From an optimization exercise on the open Yosys and OpenROAD flow, aimed at small area and a short achievable clock period; shortcuts taken in it are not production practice.
In this exercise RTL edits were held to simulation tests only and were not proved equivalent to the original.
Power figures rest on the tool's default switching activity, not on a simulated workload.

==> build 97 <==
==> flow/design.v (excerpt) <==
module singlecycle(i_clk, i_rst_n, o_pc, i_instr, o_dmem_addr, o_dmem_wdata, o_dmem_we, i_ld_data, o_pc_debug, o_insn_vld);
input  logic        i_clk, i_rst_n;
output logic [31:0] o_pc;
input  logic [31:0] i_instr;
output logic [31:0] o_dmem_addr;
output logic [31:0] o_dmem_wdata;
output logic        o_dmem_we;
input  logic [31:0] i_ld_data;
output logic        o_insn_vld;
output logic [31:0] o_pc_debug;
wire [4:0] opc = i_instr[6:2];
wire [2:0] f3  = i_instr[14:12];
wire [4:0] rd_a  = i_instr[11:7];
wire [4:0] rs1_a = i_instr[19:15];
wire [4:0] rs2_a = i_instr[24:20];
wire is_op     = (opc == 5'b01100);
wire is_opimm  = (opc == 5'b00100);
wire is_load   = (opc == 5'b00000);
wire is_store  = (opc == 5'b01000);
wire is_branch = (opc == 5'b11000);
wire is_jal    = (opc == 5'b11011);
wire is_jalr   = (opc == 5'b11001);
wire is_lui    = (opc == 5'b01101);
wire is_auipc  = (opc == 5'b00101);
assign o_insn_vld = is_op | is_opimm | is_load | is_store | is_branch |
                    is_jal | is_jalr | is_lui | is_auipc;
assign o_dmem_we  = is_store;
wire rd_wren = is_op | is_opimm | is_load | is_jal | is_jalr | is_lui | is_auipc;
  ...
==> module singlecycle, before the edit <==
module singlecycle(i_clk, i_rst_n, o_pc, i_instr, o_dmem_addr, o_dmem_wdata, o_dmem_we, i_ld_data, o_pc_debug, o_insn_vld);
input  logic        i_clk, i_rst_n;
output logic [31:0] o_pc;
input  logic [31:0] i_instr;
output logic [31:0] o_dmem_addr;
output logic [31:0] o_dmem_wdata;
output logic        o_dmem_we;
input  logic [31:0] i_ld_data;
output logic        o_insn_vld;
output logic [31:0] o_pc_debug;
wire [4:0] opc = i_instr[6:2];
wire [2:0] f3  = i_instr[14:12];
wire [4:0] rd_a  = i_instr[11:7];
wire [4:0] rs1_a = i_instr[19:15];
wire [4:0] rs2_a = i_instr[24:20];
wire is_op     = (opc == 5'b01100);
wire is_opimm  = (opc == 5'b00100);
wire is_load   = (opc == 5'b00000);
wire is_store  = (opc == 5'b01000);
wire is_branch = (opc == 5'b11000);
wire is_jal    = (opc == 5'b11011);
wire is_jalr   = (opc == 5'b11001);
wire is_lui    = (opc == 5'b01101);
wire is_auipc  = (opc == 5'b00101);
assign o_insn_vld = is_op | is_opimm | is_load | is_store | is_branch |
                    is_jal | is_jalr | is_lui | is_auipc;
assign o_dmem_we  = is_store;
wire rd_wren = is_op | is_opimm | is_load | is_jal | is_jalr | is_lui | is_auipc;
wire [31:0] imm_i = {{20{i_instr[31]}}, i_instr[31:20]};
wire [31:0] imm_s = {{20{i_instr[31]}}, i_instr[31:25], i_instr[11:7]};
wire [31:0] imm_b = {{20{i_instr[31]}}, i_instr[7], i_instr[30:25], i_instr[11:8], 1'b0};
wire [31:0] imm_j = {{12{i_instr[31]}}, i_instr[19:12], i_instr[20], i_instr[30:21], 1'b0};
wire [31:0] imm_u = {i_instr[31:12], 12'b0};
logic [31:0] pc, pc_dbg;
logic [31:0] rf [1:31];
logic [31:1] s1, s2;
always_comb
	for (int k = 1; k < 32; k++) begin
		s1[k] = (rs1_a == k[4:0]);
		s2[k] = (rs2_a == k[4:0]);
	end
logic [31:0] rs1, rs2, rs1a_n;
genvar b;
generate for (b = 0; b < 32; b++) begin : g_rd
	logic [31:1] col;
	for (genvar k = 1; k < 32; k++) begin : g_col
		assign col[k] = rf[k][b];
	end
	rd_bit2 u1 (.d(col), .s(s1), .y(rs1[b]), .ya_n(rs1a_n[b]));
	rd_bit u2 (.d(col), .s(s2), .y(rs2[b]));
end endgenerate
wire        pcrel   = is_branch | is_jal | is_auipc;
wire        use_rs1 = ~pcrel & ~is_lui;
wire [31:0] base    = (pc & {32{pcrel}}) | (~rs1a_n & {32{use_rs1}});
wire [31:0] imm_x   = is_branch ? imm_b :
                      is_jal    ? imm_j :
                      (is_lui | is_auipc) ? imm_u :
                      is_store  ? imm_s : imm_i;
wire [31:0] tgt;
add32_ks u_tgt (.a(base), .b(imm_x), .s(tgt));
assign o_dmem_addr  = tgt;
assign o_dmem_wdata = rs2;
wire        use_imm = ~i_instr[5];             
wire [31:0] opb     = use_imm ? imm_i : rs2;
wire        sub     = is_branch | (f3[2:1] == 2'b01) | (is_op & (f3 == 3'b000) & i_instr[30]);
wire [31:0] opbx    = opb ^ {32{sub}};
wire [33:0] sumc    = {1'b0, rs1, 1'b1} + {1'b0, opbx, sub};
wire [32:0] sum     = sumc[33:1];
wire        ltu     = ~sum[32];
wire        lt      = (rs1[31] ^ opb[31]) ? rs1[31] : sum[31];
wire [31:0] t_x     = rs1 ^ opb;
wire [31:0] t_a     = rs1 & opb;
wire        eq      = (t_x == 32'b0);
wire [4:0]  shamt   = opb[4:0];
wire        left    = ~f3[2];
wire        fill    = f3[2] & i_instr[30] & rs1[31];
logic [31:0] sh_in, sh1, sh2, sh4, sh8, sh16, sh_rev;
always_comb begin
	for (int k = 0; k < 32; k++) sh_in[k] = left ? rs1[31-k] : rs1[k];
	sh1  = shamt[0] ? {fill, sh_in[31:1]}       : sh_in;
	sh2  = shamt[1] ? {{2{fill}}, sh1[31:2]}    : sh1;
	sh4  = shamt[2] ? {{4{fill}}, sh2[31:4]}    : sh2;
	sh8  = shamt[3] ? {{8{fill}}, sh4[31:8]}    : sh4;
	sh16 = shamt[4] ? {{16{fill}}, sh8[31:16]}  : sh8;
	for (int k = 0; k < 32; k++) sh_rev[k] = sh16[31-k];
end
wire s_add = (f3 == 3'b000);
wire s_sl  = (f3 == 3'b001);
wire s_sr  = (f3 == 3'b101);
wire s_x   = (f3 == 3'b100) | (f3 == 3'b110);
wire s_a   = (f3[2:1] == 2'b11);
wire s_lt  = (f3 == 3'b010);
wire s_ltu = (f3 == 3'b011);
wire [31:0] alu = ({32{s_add}} & sum[31:0]) | ({32{s_sr}} & sh16) | ({32{s_sl}} & sh_rev) |
                  ({32{s_x}} & t_x) | ({32{s_a}} & t_a) |
                  {31'b0, (s_lt & lt) | (s_ltu & ltu)};
wire [31:0] pc4    = {pc[31:2] + 30'd1, pc[1:0]};
wire        taken  = (f3[2] ? (f3[1] ? ltu : lt) : eq) ^ f3[0];
wire        jump   = is_jal | is_jalr | (is_branch & taken);
wire [31:0] pc_nxt = jump ? tgt : pc4;
wire [31:0] wb = is_load ? i_ld_data :
                 (is_lui | is_auipc) ? tgt :
                 (is_jal | is_jalr) ? pc4 : alu;
wire [31:0] wd = wb & {32{i_rst_n}};
wire        we = rd_wren | ~i_rst_n;
always_ff @(posedge i_clk) begin
	for (int k = 1; k < 32; k++)
		if (we & (~i_rst_n | (rd_a == k[4:0])))
			rf[k] <= wd;
end
always_ff @(posedge i_clk) begin
	if (!i_rst_n) begin
		pc     <= 32'b0;
		pc_dbg <= 32'b0;
	end else begin
		pc     <= pc_nxt;
		pc_dbg <= pc;
	end
end
assign o_pc       = pc;
assign o_pc_debug = pc_dbg;
endmodule
export LEC_CHECK = 0
export CAP_MARGIN = 20
export CORE_MARGIN = 2
export CORE_UTILIZATION = 55
export PLACE_DENSITY = 0.68
export SLEW_MARGIN = 20
export SYNTH_HIERARCHICAL = 1
export SYNTH_MINIMUM_KEEP_SIZE = 0
create_clock -name core_clock -period 28.0 [get_ports {i_clk}]
standard.sh (not shown) runs the stock make flow with config.mk's settings and CLKGATE_MAP_FILE= SYNTH_SCRIPT=/design/flow/synth_recipe.tcl, a recipe that flattens the netlist after the stock synthesis.
==> flow/flow/run.sh <==
#!/bin/bash
# Own flow: the standard ORFS layout (standard synthesis unchanged) with
#  - small port buffers (buf_2) instead of the default delay-cell buffers;
#  - a clock tree of clkbuf_16 over larger sink clusters, no dummy loads.
# The make output goes to flow_make.log; ORFS keeps each step's log in orfs/logs.
set -euo pipefail
MARGIN=$(cat flow/margin.txt)
export BUFFER_PORTS_ARGS="-buffer_cell sky130_fd_sc_hd__buf_2"
export CTS_ARGS="-sink_clustering_enable -repair_clock_nets -dont_use_dummy_load -buf_list sky130_fd_sc_hd__clkbuf_16 -root_buf sky130_fd_sc_hd__clkbuf_16 -sink_clustering_size 24 -sink_clustering_max_diameter 80"
bash standard.sh SETUP_SLACK_MARGIN=$MARGIN "BUFFER_PORTS_ARGS=$BUFFER_PORTS_ARGS" "CTS_ARGS=$CTS_ARGS" finish > flow_make.log 2>&1
==> flow/flow/margin.txt <==
14
==> trial 38: changes against build 97 <==
==> flow/design.v (replaced) <==
module aoi222(input logic a1, input logic a2, input logic b1, input logic b2,
              input logic c1, input logic c2, output logic y);
assign y = ~((a1 & a2) | (b1 & b2) | (c1 & c2));
endmodule
module rd_bit(input logic [31:1] d, input logic [31:1] s, output logic y);
logic [10:0] n;
genvar g;
generate for (g = 0; g < 10; g++) begin : g_t
	aoi222 u (.a1(d[3*g+1]), .a2(s[3*g+1]), .b1(d[3*g+2]), .b2(s[3*g+2]),
	          .c1(d[3*g+3]), .c2(s[3*g+3]), .y(n[g]));
end endgenerate
assign n[10] = ~(d[31] & s[31]);
assign y = ~&n;
endmodule
module singlecycle(i_clk, i_rst_n, o_pc, i_instr, o_dmem_addr, o_dmem_wdata, o_dmem_we, i_ld_data, o_pc_debug, o_insn_vld);
input  logic        i_clk, i_rst_n;
output logic [31:0] o_pc;
input  logic [31:0] i_instr;
output logic [31:0] o_dmem_addr;
output logic [31:0] o_dmem_wdata;
output logic        o_dmem_we;
input  logic [31:0] i_ld_data;
output logic        o_insn_vld;
output logic [31:0] o_pc_debug;
wire [4:0] opc = i_instr[6:2];
wire [2:0] f3  = i_instr[14:12];
wire [4:0] rd_a  = i_instr[11:7];
wire [4:0] rs1_a = i_instr[19:15];
wire [4:0] rs2_a = i_instr[24:20];
wire is_op     = (opc == 5'b01100);
wire is_opimm  = (opc == 5'b00100);
wire is_load   = (opc == 5'b00000);
wire is_store  = (opc == 5'b01000);
wire is_branch = (opc == 5'b11000);
wire is_jal    = (opc == 5'b11011);
wire is_jalr   = (opc == 5'b11001);
wire is_lui    = (opc == 5'b01101);
wire is_auipc  = (opc == 5'b00101);
assign o_insn_vld = is_op | is_opimm | is_load | is_store | is_branch |
                    is_jal | is_jalr | is_lui | is_auipc;
assign o_dmem_we  = is_store;
wire rd_wren = is_op | is_opimm | is_load | is_jal | is_jalr | is_lui | is_auipc;
wire [31:0] imm_i = {{20{i_instr[31]}}, i_instr[31:20]};
wire [31:0] imm_s = {{20{i_instr[31]}}, i_instr[31:25], i_instr[11:7]};
wire [31:0] imm_b = {{20{i_instr[31]}}, i_instr[7], i_instr[30:25], i_instr[11:8], 1'b0};
wire [31:0] imm_j = {{12{i_instr[31]}}, i_instr[19:12], i_instr[20], i_instr[30:21], 1'b0};
wire [31:0] imm_u = {i_instr[31:12], 12'b0};
logic [31:0] pc, pc_dbg;
logic [31:0] rf [1:31];
logic [31:1] s1, s2;
always_comb
	for (int k = 1; k < 32; k++) begin
		s1[k] = (rs1_a == k[4:0]);
		s2[k] = (rs2_a == k[4:0]);
	end
logic [31:0] rs1, rs2;
genvar b;
generate for (b = 0; b < 32; b++) begin : g_rd
	logic [31:1] col;
	for (genvar k = 1; k < 32; k++) begin : g_col
		assign col[k] = rf[k][b];
	end
	rd_bit u1 (.d(col), .s(s1), .y(rs1[b]));
	rd_bit u2 (.d(col), .s(s2), .y(rs2[b]));
end endgenerate
wire        pcrel   = is_branch | is_jal | is_auipc;
wire        use_rs1 = ~pcrel & ~is_lui;
wire [31:0] base    = (pc & {32{pcrel}}) | (rs1 & {32{use_rs1}});
wire [31:0] imm_x   = is_branch ? imm_b :
                      is_jal    ? imm_j :
                      (is_lui | is_auipc) ? imm_u :
                      is_store  ? imm_s : imm_i;
wire [31:0] tgt     = base + imm_x;
assign o_dmem_addr  = tgt;
assign o_dmem_wdata = rs2;
wire        use_imm = ~i_instr[5];             
wire [31:0] opb     = use_imm ? imm_i : rs2;
wire        sub     = is_branch | (f3[2:1] == 2'b01) | (is_op & (f3 == 3'b000) & i_instr[30]);
wire [31:0] opbx    = opb ^ {32{sub}};
wire [32:0] sum     = {1'b0, rs1} + {1'b0, opbx} + {32'b0, sub};
wire        ltu     = ~sum[32];
wire        lt      = (rs1[31] ^ opb[31]) ? rs1[31] : sum[31];
wire [31:0] x_xor   = rs1 ^ opb;
wire        eq      = (x_xor == 32'b0);
wire [4:0]  shamt   = opb[4:0];
wire        left    = ~f3[2];
wire        fill    = f3[2] & i_instr[30] & rs1[31];
logic [31:0] sh_in, sh1, sh2, sh4, sh8, sh16, sh_out;
always_comb begin
	for (int k = 0; k < 32; k++) sh_in[k] = left ? rs1[31-k] : rs1[k];
	sh1  = shamt[0] ? {fill, sh_in[31:1]}       : sh_in;
	sh2  = shamt[1] ? {{2{fill}}, sh1[31:2]}    : sh1;
	sh4  = shamt[2] ? {{4{fill}}, sh2[31:4]}    : sh2;
	sh8  = shamt[3] ? {{8{fill}}, sh4[31:8]}    : sh4;
	sh16 = shamt[4] ? {{16{fill}}, sh8[31:16]}  : sh8;
	for (int k = 0; k < 32; k++) sh_out[k] = left ? sh16[31-k] : sh16[k];
end
logic [31:0] alu;
always_comb begin
	case (f3)
		3'b000: alu = sum[31:0];
		3'b001: alu = sh_out;
		3'b010: alu = {31'b0, lt};
		3'b011: alu = {31'b0, ltu};
		3'b100: alu = x_xor;
		3'b101: alu = sh_out;
		3'b110: alu = rs1 | opb;
		default: alu = rs1 & opb;
	endcase
end
wire [31:0] pc4    = {pc[31:2] + 30'd1, pc[1:0]};
wire        taken  = (f3[2] ? (f3[1] ? ltu : lt) : eq) ^ f3[0];
wire        jump   = is_jal | is_jalr | (is_branch & taken);
wire [31:0] pc_nxt = jump ? tgt : pc4;
wire [31:0] wb = is_load ? i_ld_data :
                 (is_lui | is_auipc) ? tgt :
                 (is_jal | is_jalr) ? pc4 : alu;
wire [31:0] wd = wb & {32{i_rst_n}};
wire        we = rd_wren | ~i_rst_n;
always_ff @(posedge i_clk) begin
	for (int k = 1; k < 32; k++)
		if (we & (~i_rst_n | (rd_a == k[4:0])))
			rf[k] <= wd;
end
always_ff @(posedge i_clk) begin
	if (!i_rst_n) begin
		pc     <= 32'b0;
		pc_dbg <= 32'b0;
	end else begin
		pc     <= pc_nxt;
		pc_dbg <= pc;
	end
end
assign o_pc       = pc;
assign o_pc_debug = pc_dbg;
endmodule
==> flow/run.sh (new file) <==
#!/bin/bash
# synth_recipe.tcl (not shown) runs the flow's synth.tcl, then flattens the netlist and writes it again
# the make line also repeats each setting of config.mk as NAME=value (left out here)
make -C /OpenROAD-flow-scripts/flow DESIGN_CONFIG=/design/flow/config.mk WORK_HOME=/design/flow/orfs CLKGATE_MAP_FILE= SYNTH_SCRIPT=/design/flow/synth_recipe.tcl finish
CORE_UTILIZATION = 30   (was 55)
PLACE_DENSITY = 0.5   (was 0.68)
SETUP_SLACK_MARGIN = 1.0   (was not set)
removed: flow/flow/run.sh
removed: flow/flow/margin.txt
removed: flow/standard.sh
==> trial 82: changes against build 97 <==
--- a/flow/design.v
+++ b/flow/design.v
@@ -49,14 +49,15 @@
 module g_or3  (input logic a, input logic b, input logic c, output logic y); assign y = a | b | c; endmodule
 module g_aoi21(input logic a, input logic b, input logic c, output logic y); assign y = ~(a | (b & c)); endmodule
 module g_oai21(input logic a, input logic b, input logic c, output logic y); assign y = ~(a & (b | c)); endmodule
 module g_aoi222(input logic a1, input logic a2, input logic b1, input logic b2,
                 input logic c1, input logic c2, output logic y);
 assign y = ~((a1 & a2) | (b1 & b2) | (c1 & c2));
 endmodule
+module g_ha  (input logic a, input logic b, output logic s, output logic c); assign s = a ^ b; assign c = a & b; endmodule
 module rd_bit(input logic [31:1] d, input logic [31:1] s, output logic y);
 logic [10:0] n;
 logic [2:0]  h;
 genvar g;
 generate for (g = 0; g < 10; g++) begin : g_t
 	g_aoi222 u (.a1(d[3*g+1]), .a2(s[3*g+1]), .b1(d[3*g+2]), .b2(s[3*g+2]),
 	            .c1(d[3*g+3]), .c2(s[3*g+3]), .y(n[g]));
@@ -77,14 +78,34 @@
 end endgenerate
 g_nand2 u_n10 (.a(d[31]), .b(s[31]), .y(n[10]));
 g_nand4 u_h0 (.a(n[0]), .b(n[1]), .c(n[2]), .d(n[3]), .y(h[0]));
 g_nand4 u_h1 (.a(n[4]), .b(n[5]), .c(n[6]), .d(n[7]), .y(h[1]));
 g_nand3 u_h2 (.a(n[8]), .b(n[9]), .c(n[10]), .y(h[2]));
 g_or3   u_y  (.a(h[0]), .b(h[1]), .c(h[2]), .y(y));
 g_nor3  u_ya (.a(h[0]), .b(h[1]), .c(h[2]), .y(ya_n));
+endmodule
+module dec5(input logic [4:0] a, output logic [31:1] s);
+logic [4:0] an;
+logic [3:0] p_n;
+logic [7:0] q_n;
+genvar i, j;
+generate
+	for (i = 0; i < 5; i++) begin : g_inv
+		g_inv u (.a(a[i]), .y(an[i]));
+	end
+	for (j = 0; j < 4; j++) begin : g_p
+		g_nand2 u (.a(j[1] ? a[4] : an[4]), .b(j[0] ? a[3] : an[3]), .y(p_n[j]));
+	end
+	for (j = 0; j < 8; j++) begin : g_q
+		g_nand3 u (.a(j[2] ? a[2] : an[2]), .b(j[1] ? a[1] : an[1]), .c(j[0] ? a[0] : an[0]), .y(q_n[j]));
+	end
+	for (i = 1; i < 32; i++) begin : g_s
+		g_nor2 u (.a(p_n[i >> 3]), .b(q_n[i & 7]), .y(s[i]));
+	end
+endgenerate
 endmodule
 module singlecycle(i_clk, i_rst_n, o_pc, i_instr, o_dmem_addr, o_dmem_wdata, o_dmem_we, i_ld_data, o_pc_debug, o_insn_vld);
 input  logic        i_clk, i_rst_n;
 output logic [31:0] o_pc;
 input  logic [31:0] i_instr;
 output logic [31:0] o_dmem_addr;
 output logic [31:0] o_dmem_wdata;
@@ -114,19 +135,16 @@
 wire [31:0] imm_s = {{20{i_instr[31]}}, i_instr[31:25], i_instr[11:7]};
 wire [31:0] imm_b = {{20{i_instr[31]}}, i_instr[7], i_instr[30:25], i_instr[11:8], 1'b0};
 wire [31:0] imm_j = {{12{i_instr[31]}}, i_instr[19:12], i_instr[20], i_instr[30:21], 1'b0};
 wire [31:0] imm_u = {i_instr[31:12], 12'b0};
 logic [31:0] pc, pc_dbg;
 logic [31:0] rf [1:31];
 logic [31:1] s1, s2;
-always_comb
-	for (int k = 1; k < 32; k++) begin
-		s1[k] = (rs1_a == k[4:0]);
-		s2[k] = (rs2_a == k[4:0]);
-	end
+dec5 u_dec1 (.a(rs1_a), .s(s1));
+dec5 u_dec2 (.a(rs2_a), .s(s2));
 logic [31:0] rs1, rs2, rs1a_n;
 genvar b;
 generate for (b = 0; b < 32; b++) begin : g_rd
 	logic [31:1] col;
 	for (genvar k = 1; k < 32; k++) begin : g_col
 		assign col[k] = rf[k][b];
 	end
@@ -174,15 +192,23 @@
 wire s_x   = (f3 == 3'b100) | (f3 == 3'b110);
 wire s_a   = (f3[2:1] == 2'b11);
 wire s_lt  = (f3 == 3'b010);
 wire s_ltu = (f3 == 3'b011);
 wire [31:0] alu = ({32{s_add}} & sum[31:0]) | ({32{s_sr}} & sh16) | ({32{s_sl}} & sh_rev) |
                   ({32{s_x}} & t_x) | ({32{s_a}} & t_a) |
                   {31'b0, (s_lt & lt) | (s_ltu & ltu)};
-wire [31:0] pc4    = {pc[31:2] + 30'd1, pc[1:0]};
+logic [31:0] pc4;
+logic [31:2] pc4_c;
+assign pc4[1:0]  = pc[1:0];
+assign pc4[2]    = ~pc[2];
+assign pc4_c[2]  = pc[2];
+genvar gi;
+generate for (gi = 3; gi < 32; gi++) begin : g_inc
+	g_ha u (.a(pc[gi]), .b(pc4_c[gi-1]), .s(pc4[gi]), .c(pc4_c[gi]));
+end endgenerate
 wire        taken  = (f3[2] ? (f3[1] ? ltu : lt) : eq) ^ f3[0];
 wire        jump   = is_jal | is_jalr | (is_branch & taken);
 wire [31:0] pc_nxt = jump ? tgt : pc4;
 wire [31:0] wb = is_load ? i_ld_data :
                  (is_lui | is_auipc) ? tgt :
                  (is_jal | is_jalr) ? pc4 : alu;
 wire [31:0] wd = wb & {32{i_rst_n}};
==> flow/flow/margin.txt (replaced) <==
13
==> build 76: changes against build 97 <==
--- a/flow/design.v
+++ b/flow/design.v
@@ -49,14 +49,15 @@
 module g_or3  (input logic a, input logic b, input logic c, output logic y); assign y = a | b | c; endmodule
 module g_aoi21(input logic a, input logic b, input logic c, output logic y); assign y = ~(a | (b & c)); endmodule
 module g_oai21(input logic a, input logic b, input logic c, output logic y); assign y = ~(a & (b | c)); endmodule
 module g_aoi222(input logic a1, input logic a2, input logic b1, input logic b2,
                 input logic c1, input logic c2, output logic y);
 assign y = ~((a1 & a2) | (b1 & b2) | (c1 & c2));
 endmodule
+module g_ha  (input logic a, input logic b, output logic s, output logic c); assign s = a ^ b; assign c = a & b; endmodule
 module rd_bit(input logic [31:1] d, input logic [31:1] s, output logic y);
 logic [10:0] n;
 logic [2:0]  h;
 genvar g;
 generate for (g = 0; g < 10; g++) begin : g_t
 	g_aoi222 u (.a1(d[3*g+1]), .a2(s[3*g+1]), .b1(d[3*g+2]), .b2(s[3*g+2]),
 	            .c1(d[3*g+3]), .c2(s[3*g+3]), .y(n[g]));
@@ -77,14 +78,34 @@
 end endgenerate
 g_nand2 u_n10 (.a(d[31]), .b(s[31]), .y(n[10]));
 g_nand4 u_h0 (.a(n[0]), .b(n[1]), .c(n[2]), .d(n[3]), .y(h[0]));
 g_nand4 u_h1 (.a(n[4]), .b(n[5]), .c(n[6]), .d(n[7]), .y(h[1]));
 g_nand3 u_h2 (.a(n[8]), .b(n[9]), .c(n[10]), .y(h[2]));
 g_or3   u_y  (.a(h[0]), .b(h[1]), .c(h[2]), .y(y));
 g_nor3  u_ya (.a(h[0]), .b(h[1]), .c(h[2]), .y(ya_n));
+endmodule
+module dec5(input logic [4:0] a, output logic [31:1] s);
+logic [4:0] an;
+logic [3:0] p_n;
+logic [7:0] q_n;
+genvar i, j;
+generate
+	for (i = 0; i < 5; i++) begin : g_inv
+		g_inv u (.a(a[i]), .y(an[i]));
+	end
+	for (j = 0; j < 4; j++) begin : g_p
+		g_nand2 u (.a(j[1] ? a[4] : an[4]), .b(j[0] ? a[3] : an[3]), .y(p_n[j]));
+	end
+	for (j = 0; j < 8; j++) begin : g_q
+		g_nand3 u (.a(j[2] ? a[2] : an[2]), .b(j[1] ? a[1] : an[1]), .c(j[0] ? a[0] : an[0]), .y(q_n[j]));
+	end
+	for (i = 1; i < 32; i++) begin : g_s
+		g_nor2 u (.a(p_n[i >> 3]), .b(q_n[i & 7]), .y(s[i]));
+	end
+endgenerate
 endmodule
 module singlecycle(i_clk, i_rst_n, o_pc, i_instr, o_dmem_addr, o_dmem_wdata, o_dmem_we, i_ld_data, o_pc_debug, o_insn_vld);
 input  logic        i_clk, i_rst_n;
 output logic [31:0] o_pc;
 input  logic [31:0] i_instr;
 output logic [31:0] o_dmem_addr;
 output logic [31:0] o_dmem_wdata;
@@ -114,19 +135,16 @@
 wire [31:0] imm_s = {{20{i_instr[31]}}, i_instr[31:25], i_instr[11:7]};
 wire [31:0] imm_b = {{20{i_instr[31]}}, i_instr[7], i_instr[30:25], i_instr[11:8], 1'b0};
 wire [31:0] imm_j = {{12{i_instr[31]}}, i_instr[19:12], i_instr[20], i_instr[30:21], 1'b0};
 wire [31:0] imm_u = {i_instr[31:12], 12'b0};
 logic [31:0] pc, pc_dbg;
 logic [31:0] rf [1:31];
 logic [31:1] s1, s2;
-always_comb
-	for (int k = 1; k < 32; k++) begin
-		s1[k] = (rs1_a == k[4:0]);
-		s2[k] = (rs2_a == k[4:0]);
-	end
+dec5 u_dec1 (.a(rs1_a), .s(s1));
+dec5 u_dec2 (.a(rs2_a), .s(s2));
 logic [31:0] rs1, rs2, rs1a_n;
 genvar b;
 generate for (b = 0; b < 32; b++) begin : g_rd
 	logic [31:1] col;
 	for (genvar k = 1; k < 32; k++) begin : g_col
 		assign col[k] = rf[k][b];
 	end
@@ -174,15 +192,23 @@
 wire s_x   = (f3 == 3'b100) | (f3 == 3'b110);
 wire s_a   = (f3[2:1] == 2'b11);
 wire s_lt  = (f3 == 3'b010);
 wire s_ltu = (f3 == 3'b011);
 wire [31:0] alu = ({32{s_add}} & sum[31:0]) | ({32{s_sr}} & sh16) | ({32{s_sl}} & sh_rev) |
                   ({32{s_x}} & t_x) | ({32{s_a}} & t_a) |
                   {31'b0, (s_lt & lt) | (s_ltu & ltu)};
-wire [31:0] pc4    = {pc[31:2] + 30'd1, pc[1:0]};
+logic [31:0] pc4;
+logic [31:2] pc4_c;
+assign pc4[1:0]  = pc[1:0];
+assign pc4[2]    = ~pc[2];
+assign pc4_c[2]  = pc[2];
+genvar gi;
+generate for (gi = 3; gi < 32; gi++) begin : g_inc
+	g_ha u (.a(pc[gi]), .b(pc4_c[gi-1]), .s(pc4[gi]), .c(pc4_c[gi]));
+end endgenerate
 wire        taken  = (f3[2] ? (f3[1] ? ltu : lt) : eq) ^ f3[0];
 wire        jump   = is_jal | is_jalr | (is_branch & taken);
 wire [31:0] pc_nxt = jump ? tgt : pc4;
 wire [31:0] wb = is_load ? i_ld_data :
                  (is_lui | is_auipc) ? tgt :
                  (is_jal | is_jalr) ? pc4 : alu;
 wire [31:0] wd = wb & {32{i_rst_n}};
==> flow/flow/run.sh (replaced) <==
#!/bin/bash
# Own flow: the standard ORFS layout (standard synthesis unchanged) with
#  - small port buffers (buf_1) instead of the default delay-cell buffers;
#  - a clock tree of clkbuf_16 over larger sink clusters, no dummy loads.
# The make output goes to flow_make.log; ORFS keeps each step's log in orfs/logs.
set -euo pipefail
MARGIN=$(cat flow/margin.txt)
export BUFFER_PORTS_ARGS="-buffer_cell sky130_fd_sc_hd__buf_1"
export CTS_ARGS="-sink_clustering_enable -repair_clock_nets -dont_use_dummy_load -buf_list sky130_fd_sc_hd__clkbuf_16 -root_buf sky130_fd_sc_hd__clkbuf_16 -sink_clustering_size 24 -sink_clustering_max_diameter 80"
bash standard.sh SETUP_SLACK_MARGIN=$MARGIN "BUFFER_PORTS_ARGS=$BUFFER_PORTS_ARGS" "CTS_ARGS=$CTS_ARGS" finish > flow_make.log 2>&1
==> flow/flow/margin.txt (replaced) <==
13
==> run summary <==
In trial 82 the clock power is higher than in build 76, by about 0.5%.
In trial 38 the die area is higher than in build 76, by about 80%.
Core utilization, lowest first: trial 38, build 76, trial 82, build 97.
Global-route usage: trial 82 is higher than trial 38 (18 points).
Of build 97 and build 76, build 97 has the higher combinational power (gap 29%, measured against build 76).
The highest first-iteration DRC count belongs to trial 82, the lowest to trial 38.
The lowest clock skew belongs to trial 38, the highest to build 97.
Against trial 82, the register-to-register slack of build 97 is higher by 0.62 ns.
The lowest via count belongs to trial 38, the highest to build 97.
The highest maximum frequency belongs to build 97, the lowest to trial 38.
The highest sequential share of layout area belongs to build 76, the lowest to build 97.

afterwards: timing with drivers on the ports:
In the flow no input, the clock included, has a driving cell. The finished layouts below were timed again as built, in two steps. Step 1: set_driving_cell puts a clkbuf_16 on i_clk and a buf_2 on each other input, an assumption about the parent block. Step 2, shift: input delay + t, output delay - t, t = (earliest + latest rising clock arrival at the registers) / 2. This alone moves slack from input paths to output paths. Three values: ideal, step 1, step 2; two values: the first two.
run	t, ns	slack for setup (ns)	worst register clock-pin slew, ns	cell pins on the clock port's net
build 97	0.735	13.169 / 13.026 / 13.026	0.10 / 0.10	1
trial 38	0.801	9.014 / 8.993 / 8.993	0.07 / 0.07	1
trial 82	0.767	12.928 / 12.793 / 12.793	0.10 / 0.10	1
build 76	0.732	12.931 / 12.868 / 12.868	0.10 / 0.10	1
After both steps every run listed still meets setup and hold. For build 97, which loses most, drivers alone change the setup slack by -0.143 ns; drivers and shift together by -0.143 ns.
